Background: an optimization exercise with open tools, aiming at small area, a short achievable clock period and few clock cycles. Do not read the settings as production practice.
Only simulation tests tie the RTL to the original design; equivalence was not proved.

==> amber: inputs <==
// mul
module mul (
    input wire clk,
    input wire rst_n,
    input wire [32-1:0] multiplicand_i,
    input wire [32-1:0] multiplier_i,
    input wire                       valid_in,
    input wire                       ctrl_ready_i,
    input wire [                3:0] op_i,
    input wire [ 5-1:0] reg_waddr_i,
    input wire [3-1:0] commit_id_i,
    output reg [32-1:0] result_o,
    output reg                       valid_o,
    output reg [ 5-1:0] reg_waddr_o,
    output reg [3-1:0] commit_id_o
);
Settings: LEC_CHECK=0, CAP_MARGIN=20, CORE_MARGIN=2, CORE_UTILIZATION=40, CTS_BUF_LIST=sky130_fd_sc_hd__clkbuf_4 sky130_fd_sc_hd__clkbuf_8, CTS_CLUSTER_SIZE=30, PLACE_DENSITY=0.8, SETUP_SLACK_MARGIN=5, SLEW_MARGIN=20, TNS_END_PERCENT=100; clock period 10.0 ns.
standard.sh (not shown) runs the stock make flow with config.mk's settings and CLKGATE_MAP_FILE= SYNTH_SCRIPT=/design/flow/synth_recipe.tcl, a recipe that flattens the netlist after the stock synthesis.
==> flow/flow/run.sh <==
#!/bin/bash
set -o pipefail
bash standard.sh SETUP_SLACK_MARGIN=6.0 "BUFFER_PORTS_ARGS=-buffer_cell sky130_fd_sc_hd__buf_2" finish > standard_flow.log 2>&1
==> ember: changes against amber <==
==> flow/flow/run.sh (replaced) <==
#!/bin/bash
set -o pipefail
bash standard.sh SETUP_SLACK_MARGIN=5.8 finish > standard_flow.log 2>&1
- CTS_BUF_LIST: sky130_fd_sc_hd__clkbuf_4 sky130_fd_sc_hd__clkbuf_8 -> default
- CTS_CLUSTER_SIZE: 30 -> default
- PLACE_DENSITY: 0.8 -> 0.65
==> results.txt <==
ember produced a clean layout. amber completed with no timing, DRC or antenna violations.
Between ember and amber, the lower non-clock buffer count is in amber (gap 2).
In amber the worst setup slack is higher than in ember, by 49 ps.
In ember the design area is larger than in amber, by about 0.7%.
Against amber, the clock skew of ember is lower by 33 ps.
In die area, amber and ember do not differ.
Testbench counts of amber, summed over its fixed seeds: cycles 8,824.
Testbench counts of ember, summed over its fixed seeds: cycles 8,824.


==> v4: inputs <==
Starting RTL as in the previous note.
// mul
module mul (
    input wire clk,
    input wire rst_n,
    input wire [32-1:0] multiplicand_i,
    input wire [32-1:0] multiplier_i,
    input wire                       valid_in,
    input wire                       ctrl_ready_i,
    input wire [                3:0] op_i,
    input wire [ 5-1:0] reg_waddr_i,
    input wire [3-1:0] commit_id_i,
    output reg [32-1:0] result_o,
    output reg                       valid_o,
    output reg [ 5-1:0] reg_waddr_o,
    output reg [3-1:0] commit_id_o
);
==> flow/config.mk <==
export PLATFORM = sky130hd
export DESIGN_NAME = mul
export DESIGN_NICKNAME = mul
export VERILOG_FILES = /design/flow/design.v
export SDC_FILE = /design/flow/constraint.sdc
export NUM_CORES = 4
export LEC_CHECK = 0
export CAP_MARGIN = 20
export CORE_MARGIN = 2
export CORE_UTILIZATION = 40
export PLACE_DENSITY = 0.65
export SETUP_SLACK_MARGIN = 5
export SLEW_MARGIN = 20
export TNS_END_PERCENT = 100
==> flow/constraint.sdc <==
create_clock -name core_clock -period 10.0 [get_ports {clk}]
set_input_delay 2.0000 -clock core_clock [delete_from_list [all_inputs] [get_ports {clk}]]
set_output_delay 2.0000 -clock core_clock [all_outputs]
set_load 0.01 [all_outputs]
run.sh (not shown) runs the stock make flow with config.mk's settings and CLKGATE_MAP_FILE= SYNTH_SCRIPT=/design/flow/synth_recipe.tcl, a recipe that flattens the netlist after the stock synthesis.
Stock flow here: none of the scripts above is used.
==> inputs of v6, as changes to v4 <==
==> flow/flow/run.sh (new file) <==
#!/bin/bash
set -o pipefail
bash standard.sh SETUP_SLACK_MARGIN=6.1 "BUFFER_PORTS_ARGS=-buffer_cell sky130_fd_sc_hd__buf_2" finish > standard_flow.log 2>&1
==> flow/standard.sh (new file) <==
#!/bin/bash
# synth_recipe.tcl (not shown) runs the flow's synth.tcl, then flattens the netlist and writes it again
# the make line also repeats each setting of config.mk as NAME=value (left out here)
make -C /OpenROAD-flow-scripts/flow DESIGN_CONFIG=/design/flow/config.mk WORK_HOME=/design/flow/orfs CLKGATE_MAP_FILE= SYNTH_SCRIPT=/design/flow/synth_recipe.tcl "${@:-finish}"
- CTS_BUF_LIST: not set -> sky130_fd_sc_hd__clkbuf_4 sky130_fd_sc_hd__clkbuf_8
- CTS_CLUSTER_SIZE: not set -> 30
removed: flow/run.sh
==> inputs of v36, as changes to v4 <==
==> flow/flow/run.sh (new file) <==
#!/bin/bash
set -o pipefail
bash standard.sh SETUP_SLACK_MARGIN=6.2 finish > standard_flow.log 2>&1
==> flow/standard.sh (new file) <==
#!/bin/bash
# synth_recipe.tcl (not shown) runs the flow's synth.tcl, then flattens the netlist and writes it again
# the make line also repeats each setting of config.mk as NAME=value (left out here)
make -C /OpenROAD-flow-scripts/flow DESIGN_CONFIG=/design/flow/config.mk WORK_HOME=/design/flow/orfs CLKGATE_MAP_FILE= SYNTH_SCRIPT=/design/flow/synth_recipe.tcl "${@:-finish}"
- CORE_UTILIZATION: 40 -> 55
- PLACE_DENSITY: 0.65 -> 0.75
removed: flow/run.sh
==> results.txt <==
quantity	v6	v36	v4
Result of the run	no timing/DRC/antenna violations	no timing/DRC/antenna violations	no timing/DRC/antenna violations
Final core utilization	44.3%	65.2%	44.1%
Starting density of the core	40.2%	55.8%	40.2%
Antenna diode count	2	5	0
Launch instance of the worst register-to-register path	a[11]	a[24]	neg_s1[4]
Met1 capacity usage during global routing	33.4%	44.6%	34.3%
Wire length per cell	26.6 um	30.1 um	27.0 um
GR met3 Demand/Resource	8.69%	15.3%	8.55%
Die Wd	301 um	257 um	301 um
Final wirelength	115000 um	123000 um	116000 um
Min Tclk post-route	3890 ps	3820 ps	4530 ps
Worst Setup EP	r2_37_0	r2_42_0	r2_36_0
Worst clock skew	47.9 ps	28.1 ps	25.8 ps
Min setup slack post-route	6110 ps	6180 ps	5470 ps
Testbench counts of v4, summed over its fixed seeds: cycles 8,824.
Testbench counts of v6, summed over its fixed seeds: cycles 8,824.
Testbench counts of v36, summed over its fixed seeds: cycles 8,824.

-- what the ideal ports hide --
How much do the figures lean on ideal ports? The routed layouts below were timed once more, with nothing changed but the port constraints.
Step 1 sets driving cells, clkbuf_16 on the clock port and buf_2 on the other inputs (assumed; they add their load-dependent delay and slew).
Step 2 moves the port delays by t, midway between the first and last clock arrival at a register: inputs arrive t later, outputs are due t later. That takes back most of the time a late clock gives input paths.
Three values: ideal ports, drivers, drivers and shift; two values: the first two.
| run | t, ns | setup WS [ns] | worst hold slack (ns) | worst setup path after step 2 | cell pins on the clock port's net |
|---|---|---|---|---|---|
| amber | 0.788 | 5.909 / 5.909 / 5.893 | 0.413 / 0.413 / 0.413 | input to register | 1 |
| ember | 0.649 | 5.859 / 5.859 / 5.616 | 0.419 / 0.419 / 0.419 | input to register | 1 |
| v4 | 0.651 | 5.465 / 5.465 / 5.465 | 0.420 / 0.420 / 0.420 | register to register | 1 |
| v6 | 0.753 | 6.110 / 6.110 / 5.819 | 0.419 / 0.419 / 0.419 | input to register | 1 |
| v36 | 0.647 | 6.177 / 6.177 / 5.892 | 0.417 / 0.417 / 0.417 | input to register | 1 |
After both steps every run listed still meets setup and hold. The setup slack of v6, which loses most, moves by 0.000 ns with the drivers and by -0.291 ns with both steps.
